Background: an optimization exercise with open tools, aiming at small area, a short achievable clock period and few clock cycles. Do not read the settings as production practice. Where RTL was checked, it was by simulation tests only, not by an equivalence proof against the original. Power is estimated from default activity; no workload was simulated.

== P ==
==> flow/design.v <==
module L1_cache
(
	input clk,
	input rst,
	input [31:0] mem_address, mem_wdata,
	input logic mem_read, mem_write,
	input [3:0] mem_byte_enable,
	output [31:0] mem_rdata,
	output logic mem_resp,
	input logic pmem_resp,
	input [255:0] pmem_rdata,
	output pmem_read, pmem_write,
	output logic [31:0] pmem_address,
	output [255:0] pmem_wdata
);
logic [255:0] line;
logic [26:0] tag;
logic valid, dirty;
logic [7:0] wsel;      
logic [3:0] wbe;       
logic [31:0] rdata_q;  
logic [3:0] s, o;
wire req     = mem_read | mem_write;
wire cidle   = ~(s[3] | s[1] | s[0]);
wire hit     = valid & (tag == mem_address[31:5]);
wire st_done = s[1] & (|wbe);       
function automatic logic [3:0] next(input logic [3:0] q, input logic rq,
	input logic ht, input logic dn, input logic pr);
	logic rd, wr, rs, pd, cidle, miss, rd_start;
	{rd, wr, rs, pd} = q;
	cidle = ~(rd | rs | pd);
	miss = cidle & rq & ~ht;
	rd_start = (miss & ~dn) | (pd & wr & pr);
	next[3] = rd ? ~pr : rd_start;
	next[2] = wr ? ~pr : ((~rd | pr) & dn);
	next[1] = (cidle & rq & ht) | (rd & pr);
	next[0] = pd ? ~(wr & pr) : (miss & dn);
endfunction
wire st_hit  = cidle & mem_write & (|mem_byte_enable) & hit;
wire st_fill = s[3] & pmem_resp & (|wbe);
wire dirty_w = dirty & ~(s[2] & pmem_resp);    
wire dirty_n = st_done | st_hit | st_fill | dirty_w;
always_ff @(posedge clk) begin
	if (rst) begin
		s <= 4'b0;
		o <= 4'b0;
		valid <= 1'b0;
		dirty <= 1'b0;
	end else begin
		s <= next(s, req, hit, dirty_n, pmem_resp);
		o <= next(o, req, hit, dirty_n, pmem_resp);
		dirty <= dirty_n;
		if (s[3] & pmem_resp) valid <= 1'b1;
		else if (cidle & ~req & ~dirty_w) valid <= 1'b0;
	end
end
assign pmem_read    = o[3];
assign pmem_write   = o[2];
assign mem_resp     = o[1];
assign pmem_address = {tag, 5'b0};
assign pmem_wdata   = line;
assign mem_rdata    = rdata_q;
always_ff @(posedge clk) begin
	if (cidle) begin
		for (int w = 0; w < 8; w++)
			wsel[w] <= (mem_address[4:2] == 3'(w));
		wbe <= mem_write ? mem_byte_enable : 4'b0;
	end
	if ((cidle & ~dirty_w) | (s[0] & s[2] & pmem_resp))
		tag <= mem_address[31:5];
end
logic [255:0] line_d;
always_comb begin
	for (int k = 0; k < 32; k++) begin
		logic m, f, h;
		m = wsel[k / 4] & wbe[k % 4] & (s[3] | s[1]);
		f = s[3] & ~m;
		h = ~s[3] & ~m;
		line_d[8*k +: 8] = ({8{m}} & mem_wdata[8*(k%4) +: 8])
		                 | ({8{f}} & pmem_rdata[8*k +: 8])
		                 | ({8{h}} & line[8*k +: 8]);
	end
end
always_ff @(posedge clk)
	line <= line_d;
logic [7:0] rsel;
logic [31:0] rdata_d;
always_comb begin
	for (int w = 0; w < 8; w++)
		rsel[w] = (mem_address[4:2] == 3'(w));
	rdata_d = '0;
	for (int w = 0; w < 8; w++)
		rdata_d = rdata_d | ({32{rsel[w]}} & line_d[32*w +: 32]);
end
always_ff @(posedge clk)
	rdata_q <= rdata_d;
endmodule
==> flow/config.mk <==
export PLATFORM = sky130hd
export DESIGN_NAME = L1_cache
export DESIGN_NICKNAME = L1_cache
export VERILOG_FILES = /design/flow/design.v
export SDC_FILE = /design/flow/constraint.sdc
export NUM_CORES = 4
export LEC_CHECK = 0
export ABC_AREA = 1
export CAP_MARGIN = 5
export CORE_AREA = 4 4 181 181
export DIE_AREA = 0 0 185 185
export PLACE_DENSITY = 0.75
export SLEW_MARGIN = 5
==> flow/constraint.sdc <==
create_clock -name core_clock -period 10.0 [get_ports {clk}]
set_input_delay 2.0000 -clock core_clock [delete_from_list [all_inputs] [get_ports {clk}]]
set_output_delay 2.0000 -clock core_clock [all_outputs]
set_load 0.01 [all_outputs]
standard.sh (not shown) runs the stock make flow with config.mk's settings and CLKGATE_MAP_FILE= SYNTH_SCRIPT=/design/flow/synth_recipe.tcl, a recipe that flattens the netlist after the stock synthesis.
==> flow/flow/run.sh <==
#!/bin/bash
# Standard layout, with plain buffers on the ports, closer port pins, a
# clock tree without dummy loads and timing repair aimed at a larger setup
# margin. The whole ORFS output goes to standard_flow.log.
set -euo pipefail
bash standard.sh "BUFFER_PORTS_ARGS=-buffer_cell sky130_fd_sc_hd__buf_1" \
  "CTS_ARGS=-sink_clustering_enable -repair_clock_nets -dont_use_dummy_load -buf_list sky130_fd_sc_hd__clkbuf_8 -root_buf sky130_fd_sc_hd__clkbuf_16 -sink_clustering_size 16 -sink_clustering_max_diameter 60" \
  "PLACE_PINS_ARGS=-min_distance 1 -min_distance_in_tracks" \
  SETUP_SLACK_MARGIN=6.9 finish > standard_flow.log 2>&1
P reached the end of the flow, and the finished layout is clean on the timing, design-rule and antenna checks.
[inputs] Q vs P
--- a/flow/design.v
+++ b/flow/design.v
@@ -39,6 +39,5 @@
 wire st_hit  = cidle & mem_write & (|mem_byte_enable) & hit;
 wire st_fill = s[3] & pmem_resp & (|wbe);
-wire dirty_w = dirty & ~(s[2] & pmem_resp);    
-wire dirty_n = st_done | st_hit | st_fill | dirty_w;
+wire dirty_n = st_done | st_hit | st_fill | (dirty & ~(s[2] & pmem_resp));
 always_ff @(posedge clk) begin
 	if (rst) begin
@@ -52,5 +51,5 @@
 		dirty <= dirty_n;
 		if (s[3] & pmem_resp) valid <= 1'b1;
-		else if (cidle & ~req & ~dirty_w) valid <= 1'b0;
+		else if (cidle & ~req & ~dirty_n) valid <= 1'b0;
 	end
 end
@@ -67,5 +66,5 @@
 		wbe <= mem_write ? mem_byte_enable : 4'b0;
 	end
-	if ((cidle & ~dirty_w) | (s[0] & s[2] & pmem_resp))
+	if ((cidle & ~dirty_n) | (s[0] & s[2] & pmem_resp))
 		tag <= mem_address[31:5];
 end
Notes after the runs:
- Run comparison: P termination of the worst setup path pmem_address[20]; Q termination of the worst setup path tag[23]
- Between P and Q, the power attributed to the clock group does not differ in any meaningful way.
- Changes observed in Q relative to P: power spent charging and discharging nets rose about 2%; clock slew at the register clock pins of the worst setup and hold paths lost 0.02 ns.
- Total via count in the routed design essentially unchanged between Q and P.
- Per the comparison of Q with P, final area +0.86%, share of power burned in combinational logic +1.1 points.
- In Q, multi-input combinational cell count is lower than in P.
- Between P and Q, first-pass GRT wire length is higher for Q, P comes in under that.
- Of the two candidates, P has the better shortest clock period the worst path allows after layout and Q the worse one.
- [compare] base=P new=Q: post-synthesis share of cell area spent on and, or, nand and nor gates dropped 1.3 points, clock network fraction of total power dropped 0.2 points.
Function was not checked in any run of this note: the RTL went through the layout flow alone.

---

Another version of the RTL of L1_cache (not shown whole).
Size in the first run: ~340 flip-flops, about 650 I/O pins, roughly 15000 um2 of cells after synthesis.
==> module L1_cache, before the edit <==
module L1_cache
(
	input clk,
	input rst,
	input [31:0] mem_address, mem_wdata,
	input logic mem_read, mem_write,
	input [3:0] mem_byte_enable,
	output [31:0] mem_rdata,
	output logic mem_resp,
	input logic pmem_resp,
	input [255:0] pmem_rdata,
	output pmem_read, pmem_write,
	output logic [31:0] pmem_address,
	output [255:0] pmem_wdata
);
logic [255:0] line;
logic [26:0] tag;
logic valid, dirty;
logic [7:0] wsel;      
logic [3:0] wbe;       
logic [31:0] rdata_q;  
logic [3:0] s, o;
wire req     = mem_read | mem_write;
wire cidle   = ~(s[3] | s[1] | s[0]);
wire hit     = valid & (tag == mem_address[31:5]);
wire st_done = s[1] & (|wbe);       
function automatic logic [3:0] next(input logic [3:0] q, input logic rq,
	input logic ht, input logic dn, input logic pr);
	logic rd, wr, rs, pd, cidle, miss, rd_start;
	{rd, wr, rs, pd} = q;
	cidle = ~(rd | rs | pd);
	miss = cidle & rq & ~ht;
	rd_start = (miss & ~dn) | (pd & wr & pr);
	next[3] = rd ? ~pr : rd_start;
	next[2] = wr ? ~pr : ((~rd | pr) & dn);
	next[1] = (cidle & rq & ht) | (rd & pr);
	next[0] = pd ? ~(wr & pr) : (miss & dn);
endfunction
wire st_hit  = cidle & mem_write & (|mem_byte_enable) & hit;
wire st_fill = s[3] & pmem_resp & (|wbe);
wire dirty_w = dirty & ~(s[2] & pmem_resp);    
wire dirty_n = st_done | st_hit | st_fill | dirty_w;
always_ff @(posedge clk) begin
	if (rst) begin
		s <= 4'b0;
		o <= 4'b0;
		valid <= 1'b0;
		dirty <= 1'b0;
	end else begin
		s <= next(s, req, hit, dirty_n, pmem_resp);
		o <= next(o, req, hit, dirty_n, pmem_resp);
		dirty <= dirty_n;
		if (s[3] & pmem_resp) valid <= 1'b1;
		else if (cidle & ~req & ~dirty_w) valid <= 1'b0;
	end
end
assign pmem_read    = o[3];
assign pmem_write   = o[2];
assign mem_resp     = o[1];
assign pmem_address = {tag, 5'b0};
assign pmem_wdata   = line;
assign mem_rdata    = rdata_q;
always_ff @(posedge clk) begin
	if (cidle) begin
		for (int w = 0; w < 8; w++)
			wsel[w] <= (mem_address[4:2] == 3'(w));
		wbe <= mem_write ? mem_byte_enable : 4'b0;
	end
	if ((cidle & ~dirty_w) | (s[0] & s[2] & pmem_resp))
		tag <= mem_address[31:5];
end
logic [255:0] line_d;
always_comb begin
	for (int k = 0; k < 32; k++) begin
		logic m, f, h;
		m = wsel[k / 4] & wbe[k % 4] & (s[3] | s[1]);
		f = s[3] & ~m;
		h = ~s[3] & ~m;
		line_d[8*k +: 8] = ({8{m}} & mem_wdata[8*(k%4) +: 8])
		                 | ({8{f}} & pmem_rdata[8*k +: 8])
		                 | ({8{h}} & line[8*k +: 8]);
	end
end
always_ff @(posedge clk)
	line <= line_d;
logic [7:0] rsel;
logic [31:0] rdata_d;
always_comb begin
	for (int w = 0; w < 8; w++)
		rsel[w] = cidle ? (mem_address[4:2] == 3'(w)) : wsel[w];
	rdata_d = '0;
	for (int w = 0; w < 8; w++)
		rdata_d = rdata_d | ({32{rsel[w]}} & line_d[32*w +: 32]);
end
always_ff @(posedge clk)
	rdata_q <= rdata_d;
endmodule
==> flow/config.mk <==
export PLATFORM = sky130hd
export DESIGN_NAME = L1_cache
export DESIGN_NICKNAME = L1_cache
export VERILOG_FILES = /design/flow/design.v
export SDC_FILE = /design/flow/constraint.sdc
export NUM_CORES = 4
export LEC_CHECK = 0
export ABC_AREA = 1
export CAP_MARGIN = 5
export CORE_AREA = 4 4 181 181
export DIE_AREA = 0 0 185 185
export PLACE_DENSITY = 0.75
export SLEW_MARGIN = 5
==> flow/constraint.sdc <==
create_clock -name core_clock -period 10.0 [get_ports {clk}]
set_input_delay 2.0000 -clock core_clock [delete_from_list [all_inputs] [get_ports {clk}]]
set_output_delay 2.0000 -clock core_clock [all_outputs]
set_load 0.01 [all_outputs]
Scripts as last shown in full above: flow/flow/run.sh
==> next run, changes <==
--- a/flow/design.v
+++ b/flow/design.v
@@ -38,8 +38,7 @@
 endfunction
 wire st_hit  = cidle & mem_write & (|mem_byte_enable) & hit;
 wire st_fill = s[3] & pmem_resp & (|wbe);
-wire dirty_w = dirty & ~(s[2] & pmem_resp);    
-wire dirty_n = st_done | st_hit | st_fill | dirty_w;
+wire dirty_n = st_done | st_hit | st_fill | (dirty & ~(s[2] & pmem_resp));
 always_ff @(posedge clk) begin
 	if (rst) begin
 		s <= 4'b0;
@@ -51,7 +50,7 @@
 		o <= next(o, req, hit, dirty_n, pmem_resp);
 		dirty <= dirty_n;
 		if (s[3] & pmem_resp) valid <= 1'b1;
-		else if (cidle & ~req & ~dirty_w) valid <= 1'b0;
+		else if (cidle & ~req & ~dirty_n) valid <= 1'b0;
 	end
 end
 assign pmem_read    = o[3];
@@ -66,7 +65,7 @@
 			wsel[w] <= (mem_address[4:2] == 3'(w));
 		wbe <= mem_write ? mem_byte_enable : 4'b0;
 	end
-	if ((cidle & ~dirty_w) | (s[0] & s[2] & pmem_resp))
+	if ((cidle & ~dirty_n) | (s[0] & s[2] & pmem_resp))
 		tag <= mem_address[31:5];
 end
 logic [255:0] line_d;
=> Fmax is about the same. Register-to-register slack improves by 0.20 ns. Routed wire length grows by 0.40%. First-iteration DRC count came out higher by 24%. Sequential power hardly moves. Sequential share of layout area rises by 0.27 points. Global-route usage barely changes. Via count is about the same.
Testbench counts after the change, summed over its fixed seeds: cycles 134,489.
Function not checked in the first run of this note: the RTL went through the layout flow alone.

==> re-timing with driven ports <==
Ports are ideal in the flow. The routed layouts listed here were re-timed in OpenROAD.
Step 1, drivers: a clkbuf_16 drives clk and a buf_2 each remaining input, both assumed.
Step 2 adds t to the input delays and takes it off the output delays; t is the mean of the earliest and latest rising clock arrival at the registers after step 1. Input paths then give back, and output paths get back, about the clock's delay inside the block.
a / b / c = ideal ports / drivers / drivers and shift; a / b = the first two.
run	t (ns)	slack for setup (ns)	worst setup path at the end
P	0.552	6.846 / 6.800 / 6.422	input to register
Q	0.565	6.836 / 6.792 / 6.291	input to register
the first run of note 2	0.562	6.867 / 6.819 / 6.401	input to register
the second run of note 2	0.573	6.863 / 6.812 / 6.335	input to register
After both steps setup and hold are still met in every run listed. The setup slack of Q, which loses most, moves by -0.044 ns with the drivers and by -0.545 ns with both steps.
